From an optimization exercise on the open Yosys and OpenROAD flow, aimed at small area and a short achievable clock period; shortcuts taken in it are not production practice. Function was not checked in any run shown here: the RTL went through the layout flow alone. Power and IR drop assume default switching activity.

==> flow/design.v, too long to show whole: its modules and the start of the top module <==
// module mul8: 14 lines
// module mul16: 1100 lines
// module mul16_fa: 4 lines
// module mul16_cpa: 263 lines
// module mul16_xnor: 3 lines
module mul16(
    input clk,
    input logic[15:0] a,
    input logic[15:0] b,
    output logic[31:0] r
);
  // ...
==> flow/flow/run.sh <==
#!/bin/bash
set -uo pipefail
here=$(pwd)
export BUFFER_PORTS_ARGS="-buffer_cell sky130_fd_sc_hd__buf_4"
export PRE_RESIZE_TCL="$here/flow/outbuf.tcl"
bash standard.sh > standard.log 2>&1
==> flow/flow/outbuf.tcl <==
# Sourced by ORFS's resize.tcl before repair_design: the buffer that buffer_ports put on
# each output port becomes a sky130_fd_sc_hd__buf_1.
set n 0
foreach port [get_ports -filter "direction==output"] {
  set net [get_nets [get_full_name $port]]
  foreach pin [get_pins -of_objects $net -filter "direction==output"] {
    set inst [get_cells -of_objects $pin]
    if {[get_property $inst ref_name] eq "sky130_fd_sc_hd__buf_4"} {
      replace_cell $inst sky130_fd_sc_hd__buf_1
      incr n
    }
  }
}
puts "outbuf.tcl: $n output buffers made buf_1"
==> flow/standard.sh <==
#!/bin/bash
# synth_recipe.tcl (not shown) runs the flow's synth.tcl, then flattens the netlist and writes it again
# the make line also repeats each setting of config.mk as NAME=value (left out here)
make -C /OpenROAD-flow-scripts/flow DESIGN_CONFIG=/design/flow/config.mk WORK_HOME=/design/flow/orfs CLKGATE_MAP_FILE= SYNTH_SCRIPT=/design/flow/synth_recipe.tcl "${@:-finish}"
==> flow/config.mk <==
export PLATFORM = sky130hd
export DESIGN_NAME = mul16
export DESIGN_NICKNAME = mul16
export VERILOG_FILES = /design/flow/design.v
export SDC_FILE = /design/flow/constraint.sdc
export NUM_CORES = 4
export LEC_CHECK = 0
export CAP_MARGIN = 20
export CORE_MARGIN = 2
export CORE_UTILIZATION = 35
export CTS_BUF_LIST = sky130_fd_sc_hd__clkbuf_8
export CTS_CLUSTER_SIZE = 12
export SETUP_SLACK_MARGIN = 2.0
export SLEW_MARGIN = 20
export SYNTH_HIERARCHICAL = 1
export SYNTH_MINIMUM_KEEP_SIZE = 0
==> flow/constraint.sdc <==
create_clock -name core_clock -period 5.5 [get_ports {clk}]
set_input_delay 1.1000 -clock core_clock [delete_from_list [all_inputs] [get_ports {clk}]]
set_output_delay 1.1000 -clock core_clock [all_outputs]
set_load 0.01 [all_outputs]
==> notes.md, run 1 <==
status no timing/DRC/antenna violations; post-placement worst setup slack 1.86 ns; Sequential Power approximately 1.3 mW; top register by number of flip-flops q; Least-Margin Pin Slew 0.441 ns; die extent in x 163 microns; largest registers ranked by flip-flop count q: 72 flops, r: 32 flops; data arrival time of the critical path roughly 3.6 ns; floorplan die area 26600 sq um; final setup skew roughly 0.017 ns; number of non-clock inverters 10; Worst Setup End Kind register; post-layout min period around 3.3 ns; total via count in the routed design between 5k and 6k; post-DR vias/cell 4.81; layout filler cell count 2528; postcts setup bufs 0; count of antenna diodes in the layout 0; global-route wire length before repair 33100 microns; clock tree from TritonCTS done; DRT met1 WL 8760 microns; fraction of area in multi-input gates 0.672; highest metal layer used by the detailed router met4; setup repair after global routing missed its margin false; worst path cell trace fa_1 > fa_1 > ha_1 > and3_1 > and4_1 > o211ai_1 > nand4b_1 > a21o_1 > a21o_1 > xnor2_1; Critical Path Fanout Max 5; number of antenna violations at the first check in global routing 0; kind of critical path reg2reg; slowest cell on the critical path sky130_fd_sc_hd__fa_1; Residual DRC 0; TritonCTS Buffers 9; Hold Slack 0.351 ns; count of plain and timing-repair buffers in the layout 64; remaining global-route overflow 0; post-synthesis instance total 818; power per standard cell area 627 nW/um^2; layout net count roughly 1.1k; Leak 3.38 nW; dominant kind of cell by area multi-input combinational cells; total power 5.90 mW; grt met1 use 0.220; P_comb 4.10 mW
==> run 2: changes to the inputs <==
--- a/flow/design.v
+++ b/flow/design.v
@@ -458,19 +458,22 @@
     wire s363, c364;
     wire s365, c366;
     wire s367, c368;
     wire s369, c370;
     wire s371, c372;
     wire s373, c374;
     wire s375, c376;
     wire s377, c378;
-    wire s451, c452;
-    wire s453, c454;
-    wire s455, c456;
+    wire s379, c380;
+    wire s381, c382;
+    wire s383, c384;
+    wire s385, c386;
+    wire s387, c388;
+    wire s389, c390;
     wire s457, c458;
     wire s459, c460;
     wire s461, c462;
     wire s463, c464;
     wire s465, c466;
     wire s467, c468;
     wire s469, c470;
     wire s471, c472;
@@ -481,94 +484,85 @@
     wire s481, c482;
     wire s483, c484;
     wire s485, c486;
     wire s487, c488;
     wire s489, c490;
     wire s491, c492;
     wire s493, c494;
     wire s495, c496;
-    wire s497, c498;
-    wire s499, c500;
-    wire s501, c502;
-    logic [71:0] q;
-    wire q379 = q[0];
-    wire q380 = q[1];
-    wire q381 = q[2];
-    wire q382 = q[3];
-    wire q383 = q[4];
-    wire q384 = q[5];
-    wire q385 = q[6];
-    wire q386 = q[7];
-    wire q387 = q[8];
-    wire q388 = q[9];
-    wire q389 = q[10];
-    wire q390 = q[11];
-    wire q391 = q[12];
-    wire q392 = q[13];
-    wire q393 = q[14];
-    wire q394 = q[15];
-    wire q395 = q[16];
-    wire q396 = q[17];
-    wire q397 = q[18];
-    wire q398 = q[19];
-    wire q399 = q[20];
-    wire q400 = q[21];
-    wire q401 = q[22];
-    wire q402 = q[23];
-    wire q403 = q[24];
-    wire q404 = q[25];
-    wire q405 = q[26];
-    wire q406 = q[27];
-    wire q407 = q[28];
-    wire q408 = q[29];
-    wire q409 = q[30];
-    wire q410 = q[31];
-    wire q411 = q[32];
-    wire q412 = q[33];
-    wire q413 = q[34];
-    wire q414 = q[35];
-    wire q415 = q[36];
-    wire q416 = q[37];
-    wire q417 = q[38];
-    wire q418 = q[39];
-    wire q419 = q[40];
-    wire q420 = q[41];
-    wire q421 = q[42];
-    wire q422 = q[43];
-    wire q423 = q[44];
-    wire q424 = q[45];
-    wire q425 = q[46];
-    wire q426 = q[47];
-    wire q427 = q[48];
-    wire q428 = q[49];
-    wire q429 = q[50];
-    wire q430 = q[51];
-    wire q431 = q[52];
-    wire q432 = q[53];
-    wire q433 = q[54];
-    wire q434 = q[55];
-    wire q435 = q[56];
-    wire q436 = q[57];
-    wire q437 = q[58];
-    wire q438 = q[59];
-    wire q439 = q[60];
-    wire q440 = q[61];
-    wire q441 = q[62];
-    wire q442 = q[63];
-    wire q443 = q[64];
-    wire q444 = q[65];
-    wire q445 = q[66];
-    wire q446 = q[67];
-    wire q447 = q[68];
-    wire q448 = q[69];
-    wire q449 = q[70];
-    wire q450 = q[71];
-    wire [31:0] xn = {1'b1, q449, q447, q445, q443, q441, q440, c500, c498, c496, s495, s493, c488, c484, c480, s479, s475, s471, c464, s463, s459, s457, s455, s453, q389, q385, q384, q383, q382, q381, q380, q379};
-    wire [31:0] yn = {1'b1, q450, q448, q446, q444, q442, c502, s501, s499, s497, c494, c492, s491, s487, s483, c476, c472, c468, s467, s461, c458, c456, c454, c452, s451, q386, 1'b1, 1'b1, 1'b1, 1'b1, 1'b1, 1'b1};
+    logic [65:0] q;
+    wire q391 = q[0];
+    wire q392 = q[1];
+    wire q393 = q[2];
+    wire q394 = q[3];
+    wire q395 = q[4];
+    wire q396 = q[5];
+    wire q397 = q[6];
+    wire q398 = q[7];
+    wire q399 = q[8];
+    wire q400 = q[9];
+    wire q401 = q[10];
+    wire q402 = q[11];
+    wire q403 = q[12];
+    wire q404 = q[13];
+    wire q405 = q[14];
+    wire q406 = q[15];
+    wire q407 = q[16];
+    wire q408 = q[17];
+    wire q409 = q[18];
+    wire q410 = q[19];
+    wire q411 = q[20];
+    wire q412 = q[21];
+    wire q413 = q[22];
+    wire q414 = q[23];
+    wire q415 = q[24];
+    wire q416 = q[25];
+    wire q417 = q[26];
+    wire q418 = q[27];
+    wire q419 = q[28];
+    wire q420 = q[29];
+    wire q421 = q[30];
+    wire q422 = q[31];
+    wire q423 = q[32];
+    wire q424 = q[33];
+    wire q425 = q[34];
+    wire q426 = q[35];
+    wire q427 = q[36];
+    wire q428 = q[37];
+    wire q429 = q[38];
+    wire q430 = q[39];
+    wire q431 = q[40];
+    wire q432 = q[41];
+    wire q433 = q[42];
+    wire q434 = q[43];
+    wire q435 = q[44];
+    wire q436 = q[45];
+    wire q437 = q[46];
+    wire q438 = q[47];
+    wire q439 = q[48];
+    wire q440 = q[49];
+    wire q441 = q[50];
+    wire q442 = q[51];
+    wire q443 = q[52];
+    wire q444 = q[53];
+    wire q445 = q[54];
+    wire q446 = q[55];
+    wire q447 = q[56];
+    wire q448 = q[57];
+    wire q449 = q[58];
+    wire q450 = q[59];
+    wire q451 = q[60];
+    wire q452 = q[61];
+    wire q453 = q[62];
+    wire q454 = q[63];
+    wire q455 = q[64];
+    wire q456 = q[65];
+    wire [31:0] xn = {1'b1, q455, q453, q451, q449, q447, q445, q443, q442, c494, c492, c490, s489, s487, c482, s481, c474, s473, s469, s467, s465, s463, s461, s459, q401, q397, q396, q395, q394, q393, q392, q391};
+    wire [31:0] yn = {1'b1, q456, q454, q452, q450, q448, q446, q444, c496, s495, s493, s491, c488, c486, s485, c478, s477, s471, c468, c466, c464, c462, c460, c458, s457, q398, 1'b1, 1'b1, 1'b1, 1'b1, 1'b1, 1'b1};
     assign pp0_0 = ~(a[0] & b[0]);
     assign pp0_1 = ~(a[0] & b[1]);
     assign pp0_2 = ~(a[0] & b[2]);
     assign pp0_3 = ~(a[0] & b[3]);
     assign pp0_4 = ~(a[0] & b[4]);
     assign pp0_5 = ~(a[0] & b[5]);
     assign pp0_6 = ~(a[0] & b[6]);
     assign pp0_7 = ~(a[0] & b[7]);
@@ -884,177 +878,183 @@
     mul16_fa us113 (.x(pp3_9), .y(pp4_8), .z(pp5_7), .s(s113), .c(c114));
     mul16_fa us115 (.x(pp6_6), .y(pp7_5), .z(pp8_4), .s(s115), .c(c116));
     mul16_fa us117 (.x(pp9_3), .y(pp10_2), .z(pp11_1), .s(s117), .c(c118));
     mul16_fa us119 (.x(pp12_0), .y(c94), .z(c96), .s(s119), .c(c120));
     mul16_fa us121 (.x(c98), .y(c100), .z(s111), .s(s121), .c(c122));
     mul16_fa us123 (.x(s113), .y(s115), .z(s117), .s(s123), .c(c124));
     mul16_fa us125 (.x(c102), .y(s119), .z(c104), .s(s125), .c(c126));
     mul16_fa us127 (.x(s121), .y(s123), .z(c106), .s(s127), .c(c128));
-    mul16_fa us129 (.x(pp0_13), .y(pp1_12), .z(pp2_11), .s(s129), .c(c130));
-    mul16_fa us131 (.x(pp3_10), .y(pp4_9), .z(pp5_8), .s(s131), .c(c132));
-    mul16_fa us133 (.x(pp6_7), .y(pp7_6), .z(pp8_5), .s(s133), .c(c134));
-    mul16_fa us135 (.x(pp9_4), .y(pp10_3), .z(pp11_2), .s(s135), .c(c136));
-    mul16_fa us137 (.x(pp12_1), .y(pp13_0), .z(c112), .s(s137), .c(c138));
-    mul16_fa us139 (.x(c114), .y(c116), .z(c118), .s(s139), .c(c140));
-    mul16_fa us141 (.x(s129), .y(s131), .z(s133), .s(s141), .c(c142));
-    mul16_fa us143 (.x(s135), .y(c120), .z(s137), .s(s143), .c(c144));
-    mul16_fa us145 (.x(c122), .y(c124), .z(s139), .s(s145), .c(c146));
-    mul16_fa us147 (.x(s141), .y(c126), .z(s143), .s(s147), .c(c148));
-    mul16_fa us149 (.x(pp0_14), .y(pp1_13), .z(pp2_12), .s(s149), .c(c150));
-    mul16_fa us151 (.x(pp3_11), .y(pp4_10), .z(pp5_9), .s(s151), .c(c152));
-    mul16_fa us153 (.x(pp6_8), .y(pp7_7), .z(pp8_6), .s(s153), .c(c154));
-    mul16_fa us155 (.x(pp9_5), .y(pp10_4), .z(pp11_3), .s(s155), .c(c156));
-    mul16_fa us157 (.x(pp12_2), .y(pp13_1), .z(pp14_0), .s(s157), .c(c158));
-    mul16_fa us159 (.x(c130), .y(c132), .z(c134), .s(s159), .c(c160));
-    mul16_fa us161 (.x(c136), .y(s149), .z(s151), .s(s161), .c(c162));
-    mul16_fa us163 (.x(s153), .y(s155), .z(s157), .s(s163), .c(c164));
-    mul16_fa us165 (.x(c138), .y(c140), .z(c142), .s(s165), .c(c166));
-    mul16_fa us167 (.x(s159), .y(s161), .z(s163), .s(s167), .c(c168));
-    mul16_fa us169 (.x(c144), .y(c146), .z(s165), .s(s169), .c(c170));
-    mul16_fa us171 (.x(pp0_15), .y(pp1_14), .z(pp2_13), .s(s171), .c(c172));
-    mul16_fa us173 (.x(pp3_12), .y(pp4_11), .z(pp5_10), .s(s173), .c(c174));
-    mul16_fa us175 (.x(pp6_9), .y(pp7_8), .z(pp8_7), .s(s175), .c(c176));
-    mul16_fa us177 (.x(pp9_6), .y(pp10_5), .z(pp11_4), .s(s177), .c(c178));
-    mul16_fa us179 (.x(pp12_3), .y(pp13_2), .z(pp14_1), .s(s179), .c(c180));
-    mul16_fa us181 (.x(pp15_0), .y(c150), .z(c152), .s(s181), .c(c182));
-    mul16_fa us183 (.x(c154), .y(c156), .z(c158), .s(s183), .c(c184));
-    mul16_fa us185 (.x(s171), .y(s173), .z(s175), .s(s185), .c(c186));
-    mul16_fa us187 (.x(s177), .y(s179), .z(c160), .s(s187), .c(c188));
-    mul16_fa us189 (.x(c162), .y(s181), .z(c164), .s(s189), .c(c190));
-    mul16_fa us191 (.x(s183), .y(s185), .z(s187), .s(s191), .c(c192));
-    mul16_fa us193 (.x(c166), .y(c168), .z(s189), .s(s193), .c(c194));
-    mul16_fa us195 (.x(pp1_15), .y(pp2_14), .z(pp3_13), .s(s195), .c(c196));
-    mul16_fa us197 (.x(pp4_12), .y(pp5_11), .z(pp6_10), .s(s197), .c(c198));
-    mul16_fa us199 (.x(pp7_9), .y(pp8_8), .z(pp9_7), .s(s199), .c(c200));
-    mul16_fa us201 (.x(pp10_6), .y(pp11_5), .z(pp12_4), .s(s201), .c(c202));
-    mul16_fa us203 (.x(pp13_3), .y(pp14_2), .z(pp15_1), .s(s203), .c(c204));
-    mul16_fa us205 (.x(c172), .y(c174), .z(c176), .s(s205), .c(c206));
-    mul16_fa us207 (.x(c178), .y(c180), .z(s195), .s(s207), .c(c208));
-    mul16_fa us209 (.x(s197), .y(s199), .z(s201), .s(s209), .c(c210));
-    mul16_fa us211 (.x(s203), .y(c182), .z(c184), .s(s211), .c(c212));
-    mul16_fa us213 (.x(c186), .y(s205), .z(s207), .s(s213), .c(c214));
-    mul16_fa us215 (.x(s209), .y(c188), .z(s211), .s(s215), .c(c216));
-    mul16_fa us217 (.x(c190), .y(s213), .z(c192), .s(s217), .c(c218));
-    mul16_fa us219 (.x(pp2_15), .y(pp3_14), .z(pp4_13), .s(s219), .c(c220));
-    mul16_fa us221 (.x(pp5_12), .y(pp6_11), .z(pp7_10), .s(s221), .c(c222));
-    mul16_fa us223 (.x(pp8_9), .y(pp9_8), .z(pp10_7), .s(s223), .c(c224));
-    mul16_fa us225 (.x(pp11_6), .y(pp12_5), .z(pp13_4), .s(s225), .c(c226));
-    mul16_fa us227 (.x(pp14_3), .y(pp15_2), .z(c196), .s(s227), .c(c228));
-    mul16_fa us229 (.x(c198), .y(c200), .z(c202), .s(s229), .c(c230));
-    mul16_fa us231 (.x(c204), .y(s219), .z(s221), .s(s231), .c(c232));
-    mul16_fa us233 (.x(s223), .y(s225), .z(c206), .s(s233), .c(c234));
-    mul16_fa us235 (.x(s227), .y(c208), .z(c210), .s(s235), .c(c236));
-    mul16_fa us237 (.x(s229), .y(s231), .z(c212), .s(s237), .c(c238));
-    mul16_fa us239 (.x(s233), .y(c214), .z(s235), .s(s239), .c(c240));
-    mul16_fa us241 (.x(pp3_15), .y(pp4_14), .z(pp5_13), .s(s241), .c(c242));
-    mul16_fa us243 (.x(pp6_12), .y(pp7_11), .z(pp8_10), .s(s243), .c(c244));
-    mul16_fa us245 (.x(pp9_9), .y(pp10_8), .z(pp11_7), .s(s245), .c(c246));
-    mul16_fa us247 (.x(pp12_6), .y(pp13_5), .z(pp14_4), .s(s247), .c(c248));
-    mul16_fa us249 (.x(pp15_3), .y(c220), .z(c222), .s(s249), .c(c250));
-    mul16_fa us251 (.x(c224), .y(c226), .z(s241), .s(s251), .c(c252));
-    mul16_fa us253 (.x(s243), .y(s245), .z(s247), .s(s253), .c(c254));
-    mul16_fa us255 (.x(c228), .y(c230), .z(c232), .s(s255), .c(c256));
-    mul16_fa us257 (.x(s249), .y(s251), .z(s253), .s(s257), .c(c258));
-    mul16_fa us259 (.x(c234), .y(c236), .z(s255), .s(s259), .c(c260));
-    mul16_fa us261 (.x(pp4_15), .y(pp5_14), .z(pp6_13), .s(s261), .c(c262));
-    mul16_fa us263 (.x(pp7_12), .y(pp8_11), .z(pp9_10), .s(s263), .c(c264));
-    mul16_fa us265 (.x(pp10_9), .y(pp11_8), .z(pp12_7), .s(s265), .c(c266));
-    mul16_fa us267 (.x(pp13_6), .y(pp14_5), .z(pp15_4), .s(s267), .c(c268));
-    mul16_fa us269 (.x(c242), .y(c244), .z(c246), .s(s269), .c(c270));
-    mul16_fa us271 (.x(c248), .y(s261), .z(s263), .s(s271), .c(c272));
-    mul16_fa us273 (.x(s265), .y(s267), .z(c250), .s(s273), .c(c274));
-    mul16_fa us275 (.x(c252), .y(c254), .z(s269), .s(s275), .c(c276));
-    mul16_fa us277 (.x(s271), .y(s273), .z(c256), .s(s277), .c(c278));
-    mul16_fa us279 (.x(pp5_15), .y(pp6_14), .z(pp7_13), .s(s279), .c(c280));
-    mul16_fa us281 (.x(pp8_12), .y(pp9_11), .z(pp10_10), .s(s281), .c(c282));
-    mul16_fa us283 (.x(pp11_9), .y(pp12_8), .z(pp13_7), .s(s283), .c(c284));
-    mul16_fa us285 (.x(pp14_6), .y(pp15_5), .z(c262), .s(s285), .c(c286));
-    mul16_fa us287 (.x(c264), .y(c266), .z(c268), .s(s287), .c(c288));
-    mul16_fa us289 (.x(s279), .y(s281), .z(s283), .s(s289), .c(c290));
-    mul16_fa us291 (.x(c270), .y(s285), .z(c272), .s(s291), .c(c292));
-    mul16_fa us293 (.x(s287), .y(s289), .z(c274), .s(s293), .c(c294));
-    mul16_fa us295 (.x(c276), .y(s291), .z(s293), .s(s295), .c(c296));
-    mul16_fa us297 (.x(pp6_15), .y(pp7_14), .z(pp8_13), .s(s297), .c(c298));
-    mul16_fa us299 (.x(pp9_12), .y(pp10_11), .z(pp11_10), .s(s299), .c(c300));
-    mul16_fa us301 (.x(pp12_9), .y(pp13_8), .z(pp14_7), .s(s301), .c(c302));
-    mul16_fa us303 (.x(pp15_6), .y(c280), .z(c282), .s(s303), .c(c304));
-    mul16_fa us305 (.x(c284), .y(s297), .z(s299), .s(s305), .c(c306));
-    mul16_fa us307 (.x(s301), .y(c286), .z(c288), .s(s307), .c(c308));
-    mul16_fa us309 (.x(s303), .y(c290), .z(s305), .s(s309), .c(c310));
-    mul16_fa us311 (.x(c292), .y(s307), .z(s309), .s(s311), .c(c312));
-    mul16_fa us313 (.x(pp7_15), .y(pp8_14), .z(pp9_13), .s(s313), .c(c314));
-    mul16_fa us315 (.x(pp10_12), .y(pp11_11), .z(pp12_10), .s(s315), .c(c316));
-    mul16_fa us317 (.x(pp13_9), .y(pp14_8), .z(pp15_7), .s(s317), .c(c318));
-    mul16_fa us319 (.x(c298), .y(c300), .z(c302), .s(s319), .c(c320));
-    mul16_fa us321 (.x(s313), .y(s315), .z(s317), .s(s321), .c(c322));
-    mul16_fa us323 (.x(c304), .y(c306), .z(s319), .s(s323), .c(c324));
-    mul16_fa us325 (.x(s321), .y(c308), .z(c310), .s(s325), .c(c326));
-    mul16_fa us327 (.x(pp8_15), .y(pp9_14), .z(pp10_13), .s(s327), .c(c328));
-    mul16_fa us329 (.x(pp11_12), .y(pp12_11), .z(pp13_10), .s(s329), .c(c330));
-    mul16_fa us331 (.x(pp14_9), .y(pp15_8), .z(c314), .s(s331), .c(c332));
-    mul16_fa us333 (.x(c316), .y(c318), .z(s327), .s(s333), .c(c334));
-    mul16_fa us335 (.x(s329), .y(c320), .z(s331), .s(s335), .c(c336));
-    mul16_fa us337 (.x(c322), .y(s333), .z(c324), .s(s337), .c(c338));
-    mul16_fa us339 (.x(pp9_15), .y(pp10_14), .z(pp11_13), .s(s339), .c(c340));
-    mul16_fa us341 (.x(pp12_12), .y(pp13_11), .z(pp14_10), .s(s341), .c(c342));
-    mul16_fa us343 (.x(pp15_9), .y(c328), .z(c330), .s(s343), .c(c344));
-    mul16_fa us345 (.x(s339), .y(s341), .z(c332), .s(s345), .c(c346));
-    mul16_fa us347 (.x(c334), .y(s343), .z(c336), .s(s347), .c(c348));
-    mul16_fa us349 (.x(pp10_15), .y(pp11_14), .z(pp12_13), .s(s349), .c(c350));
-    mul16_fa us351 (.x(pp13_12), .y(pp14_11), .z(pp15_10), .s(s351), .c(c352));
-    mul16_fa us353 (.x(c340), .y(c342), .z(s349), .s(s353), .c(c354));
-    mul16_fa us355 (.x(s351), .y(c344), .z(s353), .s(s355), .c(c356));
-    mul16_fa us357 (.x(c346), .y(s355), .z(c348), .s(s357), .c(c358));
-    mul16_fa us359 (.x(pp11_15), .y(pp12_14), .z(pp13_13), .s(s359), .c(c360));
-    mul16_fa us361 (.x(pp14_12), .y(pp15_11), .z(c350), .s(s361), .c(c362));
-    mul16_fa us363 (.x(c352), .y(s359), .z(s361), .s(s363), .c(c364));
-    mul16_fa us365 (.x(c354), .y(s363), .z(c356), .s(s365), .c(c366));
-    mul16_fa us367 (.x(pp12_15), .y(pp13_14), .z(pp14_13), .s(s367), .c(c368));
-    mul16_fa us369 (.x(pp15_12), .y(c360), .z(s367), .s(s369), .c(c370));
-    mul16_fa us371 (.x(c362), .y(s369), .z(c364), .s(s371), .c(c372));
-    mul16_fa us373 (.x(pp13_15), .y(pp14_14), .z(pp15_13), .s(s373), .c(c374));
-    mul16_fa us375 (.x(c368), .y(s373), .z(c370), .s(s375), .c(c376));
-    mul16_fa us377 (.x(pp14_15), .y(pp15_14), .z(c374), .s(s377), .c(c378));
-    mul16_xnor us451 (.x(q387), .y(q388), .s(s451));
-    assign c452 = q387 | q388;
-    mul16_xnor us453 (.x(q390), .y(q391), .s(s453));
-    assign c454 = q390 | q391;
-    mul16_xnor us455 (.x(q392), .y(q393), .s(s455));
-    assign c456 = q392 | q393;
-    mul16_xnor us457 (.x(q394), .y(q395), .s(s457));
-    assign c458 = q394 | q395;
-    mul16_xnor us459 (.x(q396), .y(q397), .s(s459));
-    assign c460 = q396 | q397;
-    mul16_fa us461 (.x(q398), .y(q399), .z(q400), .s(s461), .c(c462));
-    mul16_xnor us463 (.x(q401), .y(c460), .s(s463));
-    assign c464 = q401 | c460;
-    mul16_fa us465 (.x(q402), .y(q403), .z(q404), .s(s465), .c(c466));
-    mul16_xnor us467 (.x(c462), .y(s465), .s(s467));
-    assign c468 = c462 | s465;
-    mul16_fa us469 (.x(q405), .y(q406), .z(q407), .s(s469), .c(c470));
-    mul16_xnor us471 (.x(c466), .y(s469), .s(s471));
-    assign c472 = c466 | s469;
-    mul16_fa us473 (.x(q408), .y(q409), .z(q410), .s(s473), .c(c474));
-    mul16_xnor us475 (.x(c470), .y(s473), .s(s475));
-    assign c476 = c470 | s473;
-    mul16_fa us477 (.x(q411), .y(q412), .z(q413), .s(s477), .c(c478));
-    mul16_xnor us479 (.x(c474), .y(s477), .s(s479));
-    assign c480 = c474 | s477;
-    mul16_fa us481 (.x(q414), .y(q415), .z(q416), .s(s481), .c(c482));
-    mul16_fa us483 (.x(q417), .y(c478), .z(s481), .s(s483), .c(c484));
-    mul16_fa us485 (.x(q418), .y(q419), .z(q420), .s(s485), .c(c486));
-    mul16_fa us487 (.x(q421), .y(c482), .z(s485), .s(s487), .c(c488));
-    mul16_fa us489 (.x(q422), .y(q423), .z(q424), .s(s489), .c(c490));
-    mul16_fa us491 (.x(q425), .y(c486), .z(s489), .s(s491), .c(c492));
-    mul16_fa us493 (.x(q426), .y(q427), .z(c490), .s(s493), .c(c494));
-    mul16_fa us495 (.x(q428), .y(q429), .z(q430), .s(s495), .c(c496));
-    mul16_fa us497 (.x(q431), .y(q432), .z(q433), .s(s497), .c(c498));
-    mul16_fa us499 (.x(q434), .y(q435), .z(q436), .s(s499), .c(c500));
-    mul16_fa us501 (.x(q437), .y(q438), .z(q439), .s(s501), .c(c502));
+    mul16_fsum us129 (.x(s125), .y(c108), .z(s127), .s(s129));
+    mul16_fcar uc130 (.x(s125), .y(c108), .z(s127), .c(c130));
+    mul16_fa us131 (.x(pp0_13), .y(pp1_12), .z(pp2_11), .s(s131), .c(c132));
+    mul16_fa us133 (.x(pp3_10), .y(pp4_9), .z(pp5_8), .s(s133), .c(c134));
+    mul16_fa us135 (.x(pp6_7), .y(pp7_6), .z(pp8_5), .s(s135), .c(c136));
+    mul16_fa us137 (.x(pp9_4), .y(pp10_3), .z(pp11_2), .s(s137), .c(c138));
+    mul16_fa us139 (.x(pp12_1), .y(pp13_0), .z(c112), .s(s139), .c(c140));
+    mul16_fa us141 (.x(c114), .y(c116), .z(c118), .s(s141), .c(c142));
+    mul16_fa us143 (.x(s131), .y(s133), .z(s135), .s(s143), .c(c144));
+    mul16_fa us145 (.x(s137), .y(c120), .z(s139), .s(s145), .c(c146));
+    mul16_fa us147 (.x(c122), .y(c124), .z(s141), .s(s147), .c(c148));
+    mul16_fa us149 (.x(s143), .y(c126), .z(s145), .s(s149), .c(c150));
+    mul16_fsum us151 (.x(s147), .y(c128), .z(s149), .s(s151));
+    mul16_fcar uc152 (.x(s147), .y(c128), .z(s149), .c(c152));
+    mul16_fa us153 (.x(pp0_14), .y(pp1_13), .z(pp2_12), .s(s153), .c(c154));
+    mul16_fa us155 (.x(pp3_11), .y(pp4_10), .z(pp5_9), .s(s155), .c(c156));
+    mul16_fa us157 (.x(pp6_8), .y(pp7_7), .z(pp8_6), .s(s157), .c(c158));
+    mul16_fa us159 (.x(pp9_5), .y(pp10_4), .z(pp11_3), .s(s159), .c(c160));
+    mul16_fa us161 (.x(pp12_2), .y(pp13_1), .z(pp14_0), .s(s161), .c(c162));
+    mul16_fa us163 (.x(c132), .y(c134), .z(c136), .s(s163), .c(c164));
+    mul16_fa us165 (.x(c138), .y(s153), .z(s155), .s(s165), .c(c166));
+    mul16_fa us167 (.x(s157), .y(s159), .z(s161), .s(s167), .c(c168));
+    mul16_fa us169 (.x(c140), .y(c142), .z(c144), .s(s169), .c(c170));
+    mul16_fa us171 (.x(s163), .y(s165), .z(s167), .s(s171), .c(c172));
+    mul16_fa us173 (.x(c146), .y(c148), .z(s169), .s(s173), .c(c174));
+    mul16_fa us175 (.x(pp0_15), .y(pp1_14), .z(pp2_13), .s(s175), .c(c176));
+    mul16_fa us177 (.x(pp3_12), .y(pp4_11), .z(pp5_10), .s(s177), .c(c178));
+    mul16_fa us179 (.x(pp6_9), .y(pp7_8), .z(pp8_7), .s(s179), .c(c180));
+    mul16_fa us181 (.x(pp9_6), .y(pp10_5), .z(pp11_4), .s(s181), .c(c182));
+    mul16_fa us183 (.x(pp12_3), .y(pp13_2), .z(pp14_1), .s(s183), .c(c184));
+    mul16_fa us185 (.x(pp15_0), .y(c154), .z(c156), .s(s185), .c(c186));
+    mul16_fa us187 (.x(c158), .y(c160), .z(c162), .s(s187), .c(c188));
+    mul16_fa us189 (.x(s175), .y(s177), .z(s179), .s(s189), .c(c190));
+    mul16_fa us191 (.x(s181), .y(s183), .z(c164), .s(s191), .c(c192));
+    mul16_fa us193 (.x(c166), .y(s185), .z(c168), .s(s193), .c(c194));
+    mul16_fa us195 (.x(s187), .y(s189), .z(s191), .s(s195), .c(c196));
+    mul16_fa us197 (.x(c170), .y(c172), .z(s193), .s(s197), .c(c198));
+    mul16_fa us199 (.x(pp1_15), .y(pp2_14), .z(pp3_13), .s(s199), .c(c200));
+    mul16_fa us201 (.x(pp4_12), .y(pp5_11), .z(pp6_10), .s(s201), .c(c202));
+    mul16_fa us203 (.x(pp7_9), .y(pp8_8), .z(pp9_7), .s(s203), .c(c204));
+    mul16_fa us205 (.x(pp10_6), .y(pp11_5), .z(pp12_4), .s(s205), .c(c206));
+    mul16_fa us207 (.x(pp13_3), .y(pp14_2), .z(pp15_1), .s(s207), .c(c208));
+    mul16_fa us209 (.x(c176), .y(c178), .z(c180), .s(s209), .c(c210));
+    mul16_fa us211 (.x(c182), .y(c184), .z(s199), .s(s211), .c(c212));
+    mul16_fa us213 (.x(s201), .y(s203), .z(s205), .s(s213), .c(c214));
+    mul16_fa us215 (.x(s207), .y(c186), .z(c188), .s(s215), .c(c216));
+    mul16_fa us217 (.x(c190), .y(s209), .z(s211), .s(s217), .c(c218));
+    mul16_fa us219 (.x(s213), .y(c192), .z(s215), .s(s219), .c(c220));
+    mul16_fa us221 (.x(c194), .y(s217), .z(c196), .s(s221), .c(c222));
+    mul16_fa us223 (.x(pp2_15), .y(pp3_14), .z(pp4_13), .s(s223), .c(c224));
+    mul16_fa us225 (.x(pp5_12), .y(pp6_11), .z(pp7_10), .s(s225), .c(c226));
+    mul16_fa us227 (.x(pp8_9), .y(pp9_8), .z(pp10_7), .s(s227), .c(c228));
+    mul16_fa us229 (.x(pp11_6), .y(pp12_5), .z(pp13_4), .s(s229), .c(c230));
+    mul16_fa us231 (.x(pp14_3), .y(pp15_2), .z(c200), .s(s231), .c(c232));
+    mul16_fa us233 (.x(c202), .y(c204), .z(c206), .s(s233), .c(c234));
+    mul16_fa us235 (.x(c208), .y(s223), .z(s225), .s(s235), .c(c236));
+    mul16_fa us237 (.x(s227), .y(s229), .z(c210), .s(s237), .c(c238));
+    mul16_fa us239 (.x(s231), .y(c212), .z(c214), .s(s239), .c(c240));
+    mul16_fa us241 (.x(s233), .y(s235), .z(c216), .s(s241), .c(c242));
+    mul16_fa us243 (.x(s237), .y(c218), .z(s239), .s(s243), .c(c244));
+    mul16_fa us245 (.x(pp3_15), .y(pp4_14), .z(pp5_13), .s(s245), .c(c246));
+    mul16_fa us247 (.x(pp6_12), .y(pp7_11), .z(pp8_10), .s(s247), .c(c248));
+    mul16_fa us249 (.x(pp9_9), .y(pp10_8), .z(pp11_7), .s(s249), .c(c250));
+    mul16_fa us251 (.x(pp12_6), .y(pp13_5), .z(pp14_4), .s(s251), .c(c252));
+    mul16_fa us253 (.x(pp15_3), .y(c224), .z(c226), .s(s253), .c(c254));
+    mul16_fa us255 (.x(c228), .y(c230), .z(s245), .s(s255), .c(c256));
+    mul16_fa us257 (.x(s247), .y(s249), .z(s251), .s(s257), .c(c258));
+    mul16_fa us259 (.x(c232), .y(c234), .z(c236), .s(s259), .c(c260));
+    mul16_fa us261 (.x(s253), .y(s255), .z(s257), .s(s261), .c(c262));
+    mul16_fa us263 (.x(c238), .y(c240), .z(s259), .s(s263), .c(c264));
+    mul16_fsum us265 (.x(s261), .y(c242), .z(c244), .s(s265));
+    mul16_fcar uc266 (.x(s261), .y(c242), .z(c244), .c(c266));
+    mul16_fa us267 (.x(pp4_15), .y(pp5_14), .z(pp6_13), .s(s267), .c(c268));
+    mul16_fa us269 (.x(pp7_12), .y(pp8_11), .z(pp9_10), .s(s269), .c(c270));
+    mul16_fa us271 (.x(pp10_9), .y(pp11_8), .z(pp12_7), .s(s271), .c(c272));
+    mul16_fa us273 (.x(pp13_6), .y(pp14_5), .z(pp15_4), .s(s273), .c(c274));
+    mul16_fa us275 (.x(c246), .y(c248), .z(c250), .s(s275), .c(c276));
+    mul16_fa us277 (.x(c252), .y(s267), .z(s269), .s(s277), .c(c278));
+    mul16_fa us279 (.x(s271), .y(s273), .z(c254), .s(s279), .c(c280));
+    mul16_fa us281 (.x(c256), .y(c258), .z(s275), .s(s281), .c(c282));
+    mul16_fa us283 (.x(s277), .y(s279), .z(c260), .s(s283), .c(c284));
+    mul16_fsum us285 (.x(c262), .y(s281), .z(c264), .s(s285));
+    mul16_fcar uc286 (.x(c262), .y(s281), .z(c264), .c(c286));
+    mul16_fa us287 (.x(pp5_15), .y(pp6_14), .z(pp7_13), .s(s287), .c(c288));
+    mul16_fa us289 (.x(pp8_12), .y(pp9_11), .z(pp10_10), .s(s289), .c(c290));
+    mul16_fa us291 (.x(pp11_9), .y(pp12_8), .z(pp13_7), .s(s291), .c(c292));
+    mul16_fa us293 (.x(pp14_6), .y(pp15_5), .z(c268), .s(s293), .c(c294));
+    mul16_fa us295 (.x(c270), .y(c272), .z(c274), .s(s295), .c(c296));
+    mul16_fa us297 (.x(s287), .y(s289), .z(s291), .s(s297), .c(c298));
+    mul16_fa us299 (.x(c276), .y(s293), .z(c278), .s(s299), .c(c300));
+    mul16_fa us301 (.x(s295), .y(s297), .z(c280), .s(s301), .c(c302));
+    mul16_fa us303 (.x(c282), .y(s299), .z(s301), .s(s303), .c(c304));
+    mul16_fa us305 (.x(pp6_15), .y(pp7_14), .z(pp8_13), .s(s305), .c(c306));
+    mul16_fa us307 (.x(pp9_12), .y(pp10_11), .z(pp11_10), .s(s307), .c(c308));
+    mul16_fa us309 (.x(pp12_9), .y(pp13_8), .z(pp14_7), .s(s309), .c(c310));
+    mul16_fa us311 (.x(pp15_6), .y(c288), .z(c290), .s(s311), .c(c312));
+    mul16_fa us313 (.x(c292), .y(s305), .z(s307), .s(s313), .c(c314));
+    mul16_fa us315 (.x(s309), .y(c294), .z(c296), .s(s315), .c(c316));
+    mul16_fa us317 (.x(s311), .y(c298), .z(s313), .s(s317), .c(c318));
+    mul16_fa us319 (.x(c300), .y(s315), .z(s317), .s(s319), .c(c320));
+    mul16_fa us321 (.x(pp7_15), .y(pp8_14), .z(pp9_13), .s(s321), .c(c322));
+    mul16_fa us323 (.x(pp10_12), .y(pp11_11), .z(pp12_10), .s(s323), .c(c324));
+    mul16_fa us325 (.x(pp13_9), .y(pp14_8), .z(pp15_7), .s(s325), .c(c326));
+    mul16_fa us327 (.x(c306), .y(c308), .z(c310), .s(s327), .c(c328));
+    mul16_fa us329 (.x(s321), .y(s323), .z(s325), .s(s329), .c(c330));
+    mul16_fa us331 (.x(c312), .y(c314), .z(s327), .s(s331), .c(c332));
+    mul16_fa us333 (.x(s329), .y(c316), .z(c318), .s(s333), .c(c334));
+    mul16_fa us335 (.x(pp8_15), .y(pp9_14), .z(pp10_13), .s(s335), .c(c336));
+    mul16_fa us337 (.x(pp11_12), .y(pp12_11), .z(pp13_10), .s(s337), .c(c338));
+    mul16_fa us339 (.x(pp14_9), .y(pp15_8), .z(c322), .s(s339), .c(c340));
+    mul16_fa us341 (.x(c324), .y(c326), .z(s335), .s(s341), .c(c342));
+    mul16_fa us343 (.x(s337), .y(c328), .z(s339), .s(s343), .c(c344));
+    mul16_fa us345 (.x(c330), .y(s341), .z(c332), .s(s345), .c(c346));
+    mul16_fsum us347 (.x(s343), .y(c334), .z(s345), .s(s347));
+    mul16_fcar uc348 (.x(s343), .y(c334), .z(s345), .c(c348));
+    mul16_fa us349 (.x(pp9_15), .y(pp10_14), .z(pp11_13), .s(s349), .c(c350));
+    mul16_fa us351 (.x(pp12_12), .y(pp13_11), .z(pp14_10), .s(s351), .c(c352));
+    mul16_fa us353 (.x(pp15_9), .y(c336), .z(c338), .s(s353), .c(c354));
+    mul16_fa us355 (.x(s349), .y(s351), .z(c340), .s(s355), .c(c356));
+    mul16_fa us357 (.x(c342), .y(s353), .z(c344), .s(s357), .c(c358));
+    mul16_fsum us359 (.x(s355), .y(c346), .z(s357), .s(s359));
+    mul16_fcar uc360 (.x(s355), .y(c346), .z(s357), .c(c360));
+    mul16_fa us361 (.x(pp10_15), .y(pp11_14), .z(pp12_13), .s(s361), .c(c362));
+    mul16_fa us363 (.x(pp13_12), .y(pp14_11), .z(pp15_10), .s(s363), .c(c364));
+    mul16_fa us365 (.x(c350), .y(c352), .z(s361), .s(s365), .c(c366));
+    mul16_fa us367 (.x(s363), .y(c354), .z(s365), .s(s367), .c(c368));
+    mul16_fa us369 (.x(c356), .y(s367), .z(c358), .s(s369), .c(c370));
+    mul16_fa us371 (.x(pp11_15), .y(pp12_14), .z(pp13_13), .s(s371), .c(c372));
+    mul16_fa us373 (.x(pp14_12), .y(pp15_11), .z(c362), .s(s373), .c(c374));
+    mul16_fa us375 (.x(c364), .y(s371), .z(s373), .s(s375), .c(c376));
+    mul16_fa us377 (.x(c366), .y(s375), .z(c368), .s(s377), .c(c378));
+    mul16_fa us379 (.x(pp12_15), .y(pp13_14), .z(pp14_13), .s(s379), .c(c380));
+    mul16_fa us381 (.x(pp15_12), .y(c372), .z(s379), .s(s381), .c(c382));
+    mul16_fa us383 (.x(c374), .y(s381), .z(c376), .s(s383), .c(c384));
+    mul16_fa us385 (.x(pp13_15), .y(pp14_14), .z(pp15_13), .s(s385), .c(c386));
+    mul16_fa us387 (.x(c380), .y(s385), .z(c382), .s(s387), .c(c388));
+    mul16_fa us389 (.x(pp14_15), .y(pp15_14), .z(c386), .s(s389), .c(c390));
+    mul16_xnor us457 (.x(q399), .y(q400), .s(s457));
+    assign c458 = q399 | q400;
+    mul16_xnor us459 (.x(q402), .y(q403), .s(s459));
+    assign c460 = q402 | q403;
+    mul16_xnor us461 (.x(q404), .y(q405), .s(s461));
+    assign c462 = q404 | q405;
+    mul16_xnor us463 (.x(q406), .y(q407), .s(s463));
+    assign c464 = q406 | q407;
+    mul16_xnor us465 (.x(q408), .y(q409), .s(s465));
+    assign c466 = q408 | q409;
+    mul16_xnor us467 (.x(q410), .y(q411), .s(s467));
+    assign c468 = q410 | q411;
+    mul16_xnor us469 (.x(q412), .y(q413), .s(s469));
+    assign c470 = q412 | q413;
+    mul16_fa us471 (.x(q414), .y(q415), .z(q416), .s(s471), .c(c472));
+    mul16_xnor us473 (.x(q417), .y(c470), .s(s473));
+    assign c474 = q417 | c470;
+    mul16_fa us475 (.x(q418), .y(q419), .z(q420), .s(s475), .c(c476));
+    mul16_xnor us477 (.x(c472), .y(s475), .s(s477));
+    assign c478 = c472 | s475;
+    mul16_fa us479 (.x(q421), .y(q422), .z(q423), .s(s479), .c(c480));
+    mul16_xnor us481 (.x(c476), .y(s479), .s(s481));
+    assign c482 = c476 | s479;
+    mul16_fa us483 (.x(q424), .y(q425), .z(q426), .s(s483), .c(c484));
+    mul16_fa us485 (.x(q427), .y(c480), .z(s483), .s(s485), .c(c486));
+    mul16_fa us487 (.x(q428), .y(q429), .z(c484), .s(s487), .c(c488));
+    mul16_fa us489 (.x(q430), .y(q431), .z(q432), .s(s489), .c(c490));
+    mul16_fa us491 (.x(q433), .y(q434), .z(q435), .s(s491), .c(c492));
+    mul16_fa us493 (.x(q436), .y(q437), .z(q438), .s(s493), .c(c494));
+    mul16_fa us495 (.x(q439), .y(q440), .z(q441), .s(s495), .c(c496));
     wire [25:0] cg, cp, cs;
     assign cg[0] = xn[6] & yn[6];
     assign cp[0] = xn[6] ^ yn[6];
     assign cg[1] = xn[7] & yn[7];
     assign cp[1] = xn[7] ^ yn[7];
     assign cg[2] = xn[8] & yn[8];
     assign cp[2] = xn[8] ^ yn[8];
     assign cg[3] = xn[9] & yn[9];
@@ -1103,17 +1103,17 @@
     assign cp[24] = xn[30] ^ yn[30];
     assign cg[25] = xn[31] & yn[31];
     assign cp[25] = xn[31] ^ yn[31];
     mul16_cpa ucpa (.gi(cg), .pi(cp), .co(cco));
     wire [24:0] cco;
     assign cs = {~(cp[25] ^ cco[24]), ~(cp[24] ^ cco[23]), ~(cp[23] ^ cco[22]), ~(cp[22] ^ cco[21]), ~(cp[21] ^ cco[20]), ~(cp[20] ^ cco[19]), ~(cp[19] ^ cco[18]), ~(cp[18] ^ cco[17]), ~(cp[17] ^ cco[16]), ~(cp[16] ^ cco[15]), ~(cp[15] ^ cco[14]), ~(cp[14] ^ cco[13]), ~(cp[13] ^ cco[12]), ~(cp[12] ^ cco[11]), ~(cp[11] ^ cco[10]), ~(cp[10] ^ cco[9]), ~(cp[9] ^ cco[8]), ~(cp[8] ^ cco[7]), ~(cp[7] ^ cco[6]), ~(cp[6] ^ cco[5]), ~(cp[5] ^ cco[4]), ~(cp[4] ^ cco[3]), ~(cp[3] ^ cco[2]), ~(cp[2] ^ cco[1]), ~(cp[1] ^ cco[0]), cp[0]};
     wire [31:0] sum = {cs, ~xn[5], ~xn[4], ~xn[3], ~xn[2], ~xn[1], ~xn[0]};
     always_ff @(posedge clk) begin
-        q <= {c378, pp15_15, c376, s377, c372, s375, c366, s371, c358, s365, s357, s347, c338, s345, s337, c326, s335, s325, c312, s323, c296, s311, c294, s295, c278, s277, c260, s275, c258, s259, c240, c238, s257, c218, s239, s237, c216, s217, c194, s215, s193, c170, s191, s169, c148, s167, s147, c128, s145, c110, s127, c108, s125, s109, c92, s91, c76, s75, c62, s61, c50, c40, s49, c38, s39, c30, s29, s19, s11, s5, s1, pp0_0};
+        q <= {c390, pp15_15, c388, s389, c384, s387, c378, s383, c370, s377, s369, c360, c348, s359, s347, s333, c320, s331, c304, s319, c302, s303, c286, c284, c266, s285, s283, s265, s263, c222, s243, s241, c220, s221, c198, s219, s197, c174, s195, c152, s173, c150, s171, c130, s151, c110, s129, s109, c92, s91, c76, s75, c62, s61, c50, c40, s49, c38, s39, c30, s29, s19, s11, s5, s1, pp0_0};
         r <= sum;
     end
 endmodule
 module mul16_fa(input x, input y, input z, output s, output c);
     assign s = x ^ y ^ z;
     assign c = (x & y) | (x & z) | (y & z);
 endmodule
 module mul16_cpa(input [25:0] gi, input [25:0] pi, output [24:0] co);
@@ -1168,217 +1168,111 @@
     wire g24 = gi[24];
     wire p24 = pi[24];
     wire g25 = gi[25];
     wire p25 = pi[25];
     wire G1 = g1 | (p1 & g0);
     wire P1 = p1 & p0;
     wire G2 = g2 | (p2 & G1);
     wire P2 = p2 & P1;
-    wire G3 = g3 | (p3 & G2);
-    wire P3 = p3 & P2;
-    wire G4 = g4 | (p4 & G3);
-    wire P4 = p4 & P3;
-    wire G5 = g5 | (p5 & G4);
-    wire P5 = p5 & P4;
-    wire G6 = g7 | (p7 & g6);
-    wire P6 = p7 & p6;
-    wire G7 = g6 | (p6 & G5);
-    wire P7 = p6 & P5;
-    wire G8 = G6 | (P6 & G5);
-    wire P8 = P6 & P5;
-    wire G9 = g9 | (p9 & g8);
-    wire P9 = p9 & p8;
-    wire G10 = g10 | (p10 & G9);
-    wire P10 = p10 & P9;
-    wire G11 = g8 | (p8 & G8);
-    wire P11 = p8 & P8;
-    wire G12 = G9 | (P9 & G8);
-    wire P12 = P9 & P8;
-    wire G13 = G10 | (P10 & G8);
-    wire P13 = P10 & P8;
-    wire G14 = g12 | (p12 & g11);
-    wire P14 = p12 & p11;
-    wire G15 = g17 | (p17 & g16);
-    wire P15 = p17 & p16;
-    wire G16 = g21 | (p21 & g20);
-    wire P16 = p21 & p20;
-    wire G17 = g22 | (p22 & G16);
-    wire P17 = p22 & P16;
-    wire G18 = g24 | (p24 & g23);
-    wire P18 = p24 & p23;
-    wire G19 = g25 | (p25 & G18);
-    wire P19 = p25 & P18;
-    wire G20 = g23 | (p23 & G17);
-    wire P20 = p23 & P17;
-    wire G21 = G18 | (P18 & G17);
-    wire P21 = P18 & P17;
-    wire G22 = G19 | (P19 & G17);
-    wire P22 = P19 & P17;
-    wire G23 = g20 | (p20 & g19);
-    wire P23 = p20 & p19;
-    wire G24 = G16 | (P16 & g19);
-    wire P24 = P16 & p19;
-    wire G25 = G17 | (P17 & g19);
-    wire P25 = P17 & p19;
-    wire G26 = G20 | (P20 & g19);
-    wire P26 = P20 & p19;
-    wire G27 = G21 | (P21 & g19);
-    wire P27 = P21 & p19;
-    wire G28 = G22 | (P22 & g19);
-    wire P28 = P22 & p19;
-    wire G29 = g19 | (p19 & g18);
-    wire P29 = p19 & p18;
-    wire G30 = G23 | (P23 & g18);
-    wire P30 = P23 & p18;
-    wire G31 = G24 | (P24 & g18);
-    wire P31 = P24 & p18;
-    wire G32 = G25 | (P25 & g18);
-    wire P32 = P25 & p18;
-    wire G33 = G26 | (P26 & g18);
-    wire P33 = P26 & p18;
-    wire G34 = G27 | (P27 & g18);
-    wire P34 = P27 & p18;
-    wire G35 = G28 | (P28 & g18);
-    wire P35 = P28 & p18;
-    wire G36 = g18 | (p18 & G15);
-    wire P36 = p18 & P15;
-    wire G37 = G29 | (P29 & G15);
-    wire P37 = P29 & P15;
-    wire G38 = G30 | (P30 & G15);
-    wire P38 = P30 & P15;
-    wire G39 = G31 | (P31 & G15);
-    wire P39 = P31 & P15;
-    wire G40 = G32 | (P32 & G15);
-    wire P40 = P32 & P15;
-    wire G41 = G33 | (P33 & G15);
-    wire P41 = P33 & P15;
-    wire G42 = G34 | (P34 & G15);
-    wire P42 = P34 & P15;
-    wire G43 = G35 | (P35 & G15);
-    wire P43 = P35 & P15;
-    wire G44 = g16 | (p16 & g15);
-    wire P44 = p16 & p15;
-    wire G45 = G15 | (P15 & g15);
-    wire P45 = P15 & p15;
-    wire G46 = G36 | (P36 & g15);
-    wire P46 = P36 & p15;
-    wire G47 = G37 | (P37 & g15);
-    wire P47 = P37 & p15;
-    wire G48 = G38 | (P38 & g15);
-    wire P48 = P38 & p15;
-    wire G49 = G39 | (P39 & g15);
-    wire P49 = P39 & p15;
-    wire G50 = G40 | (P40 & g15);
-    wire P50 = P40 & p15;
-    wire G51 = G41 | (P41 & g15);
-    wire P51 = P41 & p15;
-    wire G52 = G42 | (P42 & g15);
-    wire P52 = P42 & p15;
-    wire G53 = G43 | (P43 & g15);
-    wire P53 = P43 & p15;
-    wire G54 = g15 | (p15 & g14);
-    wire P54 = p15 & p14;
-    wire G55 = G44 | (P44 & g14);
-    wire P55 = P44 & p14;
-    wire G56 = G45 | (P45 & g14);
-    wire P56 = P45 & p14;
-    wire G57 = G46 | (P46 & g14);
-    wire P57 = P46 & p14;
-    wire G58 = G47 | (P47 & g14);
-    wire P58 = P47 & p14;
-    wire G59 = G48 | (P48 & g14);
-    wire P59 = P48 & p14;
-    wire G60 = G49 | (P49 & g14);
-    wire P60 = P49 & p14;
-    wire G61 = G50 | (P50 & g14);
-    wire P61 = P50 & p14;
-    wire G62 = G51 | (P51 & g14);
-    wire P62 = P51 & p14;
-    wire G63 = G52 | (P52 & g14);
-    wire P63 = P52 & p14;
-    wire G64 = G53 | (P53 & g14);
-    wire P64 = P53 & p14;
-    wire G65 = g14 | (p14 & g13);
-    wire P65 = p14 & p13;
-    wire G66 = G54 | (P54 & g13);
-    wire P66 = P54 & p13;
-    wire G67 = G55 | (P55 & g13);
-    wire P67 = P55 & p13;
-    wire G68 = G56 | (P56 & g13);
-    wire P68 = P56 & p13;
-    wire G69 = G57 | (P57 & g13);
-    wire P69 = P57 & p13;
-    wire G70 = G58 | (P58 & g13);
-    wire P70 = P58 & p13;
-    wire G71 = G59 | (P59 & g13);
-    wire P71 = P59 & p13;
-    wire G72 = G60 | (P60 & g13);
-    wire P72 = P60 & p13;
-    wire G73 = G61 | (P61 & g13);
-    wire P73 = P61 & p13;
-    wire G74 = G62 | (P62 & g13);
-    wire P74 = P62 & p13;
-    wire G75 = G63 | (P63 & g13);
-    wire P75 = P63 & p13;
-    wire G76 = G64 | (P64 & g13);
-    wire P76 = P64 & p13;
-    wire G77 = g13 | (p13 & G14);
-    wire P77 = p13 & P14;
-    wire G78 = G65 | (P65 & G14);
-    wire P78 = P65 & P14;
-    wire G79 = G66 | (P66 & G14);
-    wire P79 = P66 & P14;
-    wire G80 = G67 | (P67 & G14);
-    wire P80 = P67 & P14;
-    wire G81 = G68 | (P68 & G14);
-    wire P81 = P68 & P14;
-    wire G82 = G69 | (P69 & G14);
-    wire P82 = P69 & P14;
-    wire G83 = G70 | (P70 & G14);
-    wire P83 = P70 & P14;
-    wire G84 = G71 | (P71 & G14);
-    wire P84 = P71 & P14;
-    wire G85 = G72 | (P72 & G14);
-    wire P85 = P72 & P14;
-    wire G86 = G73 | (P73 & G14);
-    wire P86 = P73 & P14;
-    wire G87 = G74 | (P74 & G14);
-    wire P87 = P74 & P14;
-    wire G88 = G75 | (P75 & G14);
-    wire P88 = P75 & P14;
-    wire G89 = G76 | (P76 & G14);
-    wire P89 = P76 & P14;
-    wire G90 = g11 | (p11 & G13);
-    wire P90 = p11 & P13;
-    wire G91 = G14 | (P14 & G13);
-    wire P91 = P14 & P13;
-    wire G92 = G77 | (P77 & G13);
-    wire P92 = P77 & P13;
-    wire G93 = G78 | (P78 & G13);
-    wire P93 = P78 & P13;
-    wire G94 = G79 | (P79 & G13);
-    wire P94 = P79 & P13;
-    wire G95 = G80 | (P80 & G13);
-    wire P95 = P80 & P13;
-    wire G96 = G81 | (P81 & G13);
-    wire P96 = P81 & P13;
-    wire G97 = G82 | (P82 & G13);
-    wire P97 = P82 & P13;
-    wire G98 = G83 | (P83 & G13);
-    wire P98 = P83 & P13;
-    wire G99 = G84 | (P84 & G13);
-    wire P99 = P84 & P13;
-    wire G100 = G85 | (P85 & G13);
-    wire P100 = P85 & P13;
-    wire G101 = G86 | (P86 & G13);
-    wire P101 = P86 & P13;
-    wire G102 = G87 | (P87 & G13);
-    wire P102 = P87 & P13;
-    wire G103 = G88 | (P88 & G13);
-    wire P103 = P88 & P13;
-    wire G104 = G89 | (P89 & G13);
-    wire P104 = P89 & P13;
-    assign co = {G103, G102, G101, G100, G99, G98, G97, G96, G95, G94, G93, G92, G91, G90, G13, G12, G11, G8, G7, G5, G4, G3, G2, G1, g0};
+    wire G3 = g4 | (p4 & g3);
+    wire P3 = p4 & p3;
+    wire G4 = g3 | (p3 & G2);
+    wire P4 = p3 & P2;
+    wire G5 = G3 | (P3 & G2);
+    wire P5 = P3 & P2;
+    wire G6 = g6 | (p6 & g5);
+    wire P6 = p6 & p5;
+    wire G7 = g7 | (p7 & G6);
+    wire P7 = p7 & P6;
+    wire G8 = g8 | (p8 & G7);
+    wire P8 = p8 & P7;
+    wire G9 = g5 | (p5 & G5);
+    wire P9 = p5 & P5;
+    wire G10 = G6 | (P6 & G5);
+    wire P10 = P6 & P5;
+    wire G11 = G7 | (P7 & G5);
+    wire P11 = P7 & P5;
+    wire G12 = G8 | (P8 & G5);
+    wire P12 = P8 & P5;
+    wire G13 = g10 | (p10 & g9);
+    wire P13 = p10 & p9;
+    wire G14 = g9 | (p9 & G12);
+    wire P14 = p9 & P12;
+    wire G15 = G13 | (P13 & G12);
+    wire P15 = P13 & P12;
+    wire G16 = g13 | (p13 & g12);
+    wire P16 = p13 & p12;
+    wire G17 = g12 | (p12 & g11);
+    wire P17 = p12 & p11;
+    wire G18 = G16 | (P16 & g11);
+    wire P18 = P16 & p11;
+    wire G19 = g11 | (p11 & G15);
+    wire P19 = p11 & P15;
+    wire G20 = G17 | (P17 & G15);
+    wire P20 = P17 & P15;
+    wire G21 = G18 | (P18 & G15);
+    wire P21 = P18 & P15;
+    wire G22 = g15 | (p15 & g14);
+    wire P22 = p15 & p14;
+    wire G23 = g16 | (p16 & G22);
+    wire P23 = p16 & P22;
+    wire G24 = g17 | (p17 & G23);
+    wire P24 = p17 & P23;
+    wire G25 = g18 | (p18 & G24);
+    wire P25 = p18 & P24;
+    wire G26 = g20 | (p20 & g19);
+    wire P26 = p20 & p19;
+    wire G27 = g21 | (p21 & G26);
+    wire P27 = p21 & P26;
+    wire G28 = g19 | (p19 & G25);
+    wire P28 = p19 & P25;
+    wire G29 = G26 | (P26 & G25);
+    wire P29 = P26 & P25;
+    wire G30 = G27 | (P27 & G25);
+    wire P30 = P27 & P25;
+    wire G31 = g23 | (p23 & g22);
+    wire P31 = p23 & p22;
+    wire G32 = g22 | (p22 & G30);
+    wire P32 = p22 & P30;
+    wire G33 = G31 | (P31 & G30);
+    wire P33 = P31 & P30;
+    wire G34 = g25 | (p25 & g24);
+    wire P34 = p25 & p24;
+    wire G35 = g24 | (p24 & G33);
+    wire P35 = p24 & P33;
+    wire G36 = G34 | (P34 & G33);
+    wire P36 = P34 & P33;
+    wire G37 = g14 | (p14 & G21);
+    wire P37 = p14 & P21;
+    wire G38 = G22 | (P22 & G21);
+    wire P38 = P22 & P21;
+    wire G39 = G23 | (P23 & G21);
+    wire P39 = P23 & P21;
+    wire G40 = G24 | (P24 & G21);
+    wire P40 = P24 & P21;
+    wire G41 = G25 | (P25 & G21);
+    wire P41 = P25 & P21;
+    wire G42 = G28 | (P28 & G21);
+    wire P42 = P28 & P21;
+    wire G43 = G29 | (P29 & G21);
+    wire P43 = P29 & P21;
+    wire G44 = G30 | (P30 & G21);
+    wire P44 = P30 & P21;
+    wire G45 = G32 | (P32 & G21);
+    wire P45 = P32 & P21;
+    wire G46 = G33 | (P33 & G21);
+    wire P46 = P33 & P21;
+    wire G47 = G35 | (P35 & G21);
+    wire P47 = P35 & P21;
+    wire G48 = G36 | (P36 & G21);
+    wire P48 = P36 & P21;
+    assign co = {G47, G46, G45, G44, G43, G42, G41, G40, G39, G38, G37, G21, G20, G19, G15, G14, G12, G11, G10, G9, G5, G4, G2, G1, g0};
+endmodule
+module mul16_fsum(input x, input y, input z, output s);
+    assign s = (x ^ y) ^ z;
+endmodule
+module mul16_fcar(input x, input y, input z, output c);
+    assign c = (x & y) | (z & (x | y));
 endmodule
 module mul16_xnor(input x, input y, output s);
     assign s = ~(x ^ y);
 endmodule
==> flow/config.mk (replaced) <==
export PLATFORM = sky130hd
export DESIGN_NAME = mul16
export DESIGN_NICKNAME = mul16
export VERILOG_FILES = /design/flow/design.v
export SDC_FILE = /design/flow/constraint.sdc
export NUM_CORES = 4
export LEC_CHECK = 0
export CAP_MARGIN = 20
export CORE_MARGIN = 2
export CORE_UTILIZATION = 40
export CTS_BUF_LIST = sky130_fd_sc_hd__clkbuf_8
export CTS_CLUSTER_SIZE = 12
export SETUP_SLACK_MARGIN = 2.0
export SLEW_MARGIN = 20
export SYNTH_HIERARCHICAL = 1
export SYNTH_MINIMUM_KEEP_SIZE = 0
==> notes.md, run 2 <==
Post-Route Utilization 0.434 (was 0.376); detailed router's first-iteration violation count 289 (was 288); capturing element of the worst setup path q[26]$_DFF_P_ (was r[28]$_DFF_P_); headroom to the max-slew limit 0.720 (was 0.706); clock tree from TritonCTS done (unchanged); initial core utilization 0.406 (was 0.353); routed wire length per instance 17.6 microns (was 17.7 microns); number of placed instances, taps included 1079 (was 1123); most common cell after layout, fill and taps aside sky130_fd_sc_hd__nand2_1 (unchanged); clock slew at the register clock pins of the worst setup and hold paths 0.09 ns (was 0.10 ns); Critical Path Most Common Cell sky130_fd_sc_hd__fa_1; setup repair after global routing missed its margin false (unchanged); TritonCTS Buffers 9 (unchanged); data arrival time of the critical path 3.64 ns (was 3.56 ns); Post-Place Cell Area 9220 sq um (about the same); combinational share of power 0.676 (was 0.695); Residual DRC 0 (unchanged); warning count from the yosys run 7 (unchanged); number of hold-slack violations in the final timing report 0 (unchanged); count of antenna diodes in the layout 0 (unchanged); area of all placed cells without fillers 9420 sq um (was 9410 sq um); number of global-route vias before repair 6134 (was 6239); nature of the critical path startpoint primary input (was register); kind of critical path in2reg (was reg2reg); count of cells along the worst register-to-register path 10 (unchanged); Critical Path Fanout Max 17 (was 5); floorplan die area 23200 sq um (was 26600 sq um); startpoint of the lowest-slack register-to-register path q[34]$_DFF_P_ (was q[40]$_DFF_P_); number of I/O pins 65 (unchanged); sequential group share of total power 0.233 (was 0.223); worst ir drop on vdd 0.282 mV (was 0.399 mV); met2 demand-to-capacity share in global routing 0.284 (was 0.270); Gates resized, CTS repair 0 (unchanged); post-placement worst setup slack 1.74 ns (was 1.86 ns); Layout area overhead 6.96% (was 6.39%); post-layout worst setup margin 2.14 ns (was 2.25 ns); max-slew violation count 0 (unchanged); setup TNS 0 ns (unchanged); largest registers ranked by flip-flop count q: 66 flops, r: 32 flops (was q: 72 flops, r: 32 flops); Die Y-Extent 152 microns (was 163 microns); largest net degree at the start of global routing 18 (unchanged); worst stage delay on the critical path 0.54 ns (was 0.56 ns); grt met1 use 0.254 (was 0.220); count of standard-cell rows 54 (was 58); largest buffer count on any clock path 2 (unchanged); die extent in x 152 microns (was 163 microns); total via count in the routed design 5529 (was 5475); share of total power consumed by net switching 0.420 (was 0.445); weighted congestion reported at the end of routability-driven placement 0.901 (was 0.852); power per standard cell area 561 nW/um^2 (was 627 nW/um^2); max reg flops 66 (was 72); internal power 3.07 mW (was 3.28 mW); GRT Total Usage 0.180 (was 0.165); post-layout min period 3.36 ns (was 3.25 ns); input/output buffers 64 (unchanged); Leak 3.38 nW (about the same); half-perimeter wire length after detailed placement 14800 microns (was 15600 microns); Highest Clock Rate 298 MHz (was 307 MHz); layer carrying the most global-route usage met2 (unchanged); Critical Path RT 5.78 ns (was 5.81 ns); area of the mapped netlist 8800 sq um (was 8850 sq um); number of setup violations in the final report 0 (unchanged); ratio of cells with drive above 1 in the final layout 0.174 (was 0.117); status no timing/DRC/antenna violations (unchanged); remaining global-route overflow 0 (unchanged); Post-Syn Nets 1076 (unchanged); Worst Setup End Kind register (unchanged); Hold Slack 0.365 ns (was 0.351 ns); layout net count 1062 (unchanged); capture instance of the worst register-to-register path r[27]$_DFF_P_ (was r[28]$_DFF_P_); global-route wire length before repair 32600 microns (was 33100 microns); top register by number of flip-flops q (unchanged); number of antenna violations at the first check in global routing 0 (unchanged); Max Cap Viol 0 (unchanged); Finished Layout Cells 1095 (was 1139); met3 track utilization from global routing 0.0404 (was 0.0415); Least-Margin Pin Slew 0.410 ns (was 0.441 ns); Core Region 21700 sq um (was 25000 sq um); fraction of the cycle the final worst path needs 0.611 (was 0.591); clk root buf sky130_fd_sc_hd__clkbuf_8 (unchanged); CP Launch Point a[0] (was q[40]$_DFF_P_); most used cells in the layout excluding fill and tap cells sky130_fd_sc_hd__nand2_1, sky130_fd_sc_hd__fa_1, sky130_fd_sc_hd__dfxtp_1, sky130_fd_sc_hd__fa_2, sky130_fd_sc_hd__xnor2_1 (was sky130_fd_sc_hd__nand2_1, sky130_fd_sc_hd__fa_1, sky130_fd_sc_hd__dfxtp_1, sky130_fd_sc_hd__xnor2_1); post-DR vias/cell 5.05 (was 4.81); number of sinks driven by the clock tree 98 (was 104); Final Routed Wirelength 19300 microns (was 20200 microns); total power 5.28 mW (was 5.90 mW); reported net switching power 2.22 mW (was 2.62 mW); worst path cell trace buf_4 > nand2_1 > fa_2 > fa_1 > fa_1 > fa_1 > maj3_2 (was fa_1 > fa_1 > ha_1 > and3_1 > and4_1 > o211ai_1 > nand4b_1 > a21o_1 > a21o_1 > xnor2_1); postcts setup bufs 0 (unchanged); Hold-fix buffers, CTS 0 (unchanged); Initial DRT Pass Iterations 4 (unchanged); Routed Antenna Nets 0 (unchanged); part of the power in the clock network 0.091 (was 0.081); average size of a mapped cell 10.7 sq um (was 10.8 sq um); slowest cell on the critical path sky130_fd_sc_hd__fa_1 (unchanged); post-synthesis instance total 824 (was 818); class of the tightest hold or removal check reg2reg (unchanged); reg-to-reg setup timing slack 2.50 ns (was 2.25 ns); clock insertion delay at the later pin of the skew report 0.39 ns (was 0.38 ns); number of levels the H-tree was split into 3 (unchanged); final setup skew 0.0173 ns (was 0.0174 ns)
[run 2: layout make-up]
cell class,count,area (sq um)
tap,280,350
fill,2053,12300
multi-input combinational,626,6500
timing repair buffer,64,360
inverter,11,41.3
clock buffer,9,124
clock inverter,7,77.6
sequential,98,1960
[run 2: power groups by stage]
stage	sequential (mW)	combinational, mW	clock (mW)
2_1_floorplan	1.29	3.34	0
3_3_place_gp	1.25	3.68	0
3_5_place_dp	1.25	3.62	0
4_1_cts	1.24	3.64	0.504
5_1_grt	1.27	4.06	0.531
6_report	1.23	3.57	0.481
[run 2: critical path, delay by kind of cell]
kind                     cells  cell delay [ns]
AND/OR/NAND/NOR              1             0.12
buffers and inverters        1             0.21
adder cells (fa/ha/maj)      5             2.22
[run 2: layer usage]
| metal | share of wire | vias up |
|---|---|---|
| met5 | 0 | - |
| met4 | 0.012 | 0 |
| met3 | 0.072 | 15 |
| met2 | 0.47 | 206 |
| met1 | 0.45 | 2830 |
| li1 | - | 2478 |
[run 2: worst min-delay path by stage]
stage,startpoint,end,depth (start not counted)
2_1_floorplan,q[0]$_DFF_P_,r[0]$_DFF_P_,1
3_3_place_gp,q[2]$_DFF_P_,r[2]$_DFF_P_,1
3_5_place_dp,q[3]$_DFF_P_,r[3]$_DFF_P_,1
4_1_cts,q[3]$_DFF_P_,r[3]$_DFF_P_,1
5_1_grt,q[3]$_DFF_P_,r[3]$_DFF_P_,1
6_report,q[3]$_DFF_P_,r[3]$_DFF_P_,1

==> re-timing with driven ports <==
The results above use ideal ports. As a check the final layouts listed here were re-extracted and re-timed, cells and wires unchanged. Step 1 assumes that a clkbuf_16 drives the clock port and a buf_2 every other input. Step 2 moves the port delays by t, midway between the first and last clock arrival at a register: inputs arrive t later, outputs are due t later. That takes back most of the time a late clock gives input paths. a / b / c = no drivers / after step 1 / after step 2; a / b = the first two.
run | shift t [ns] | slack for setup (ns) | worst hold slack (ns) | worst data-port slew with drivers (ns) | pins driven straight from the clock port
run 1 | 0.408 | 2.248 / 2.248 / 1.872 | 0.351 / 0.351 / 0.351 | 0.04 | 1
run 2 | 0.420 | 2.140 / 2.153 / 1.733 | 0.365 / 0.365 / 0.365 | 0.04 | 1
After both steps setup and hold are still met in every run listed. The setup slack of run 2, which loses most, moves by +0.013 ns with the drivers and by -0.407 ns with both steps.
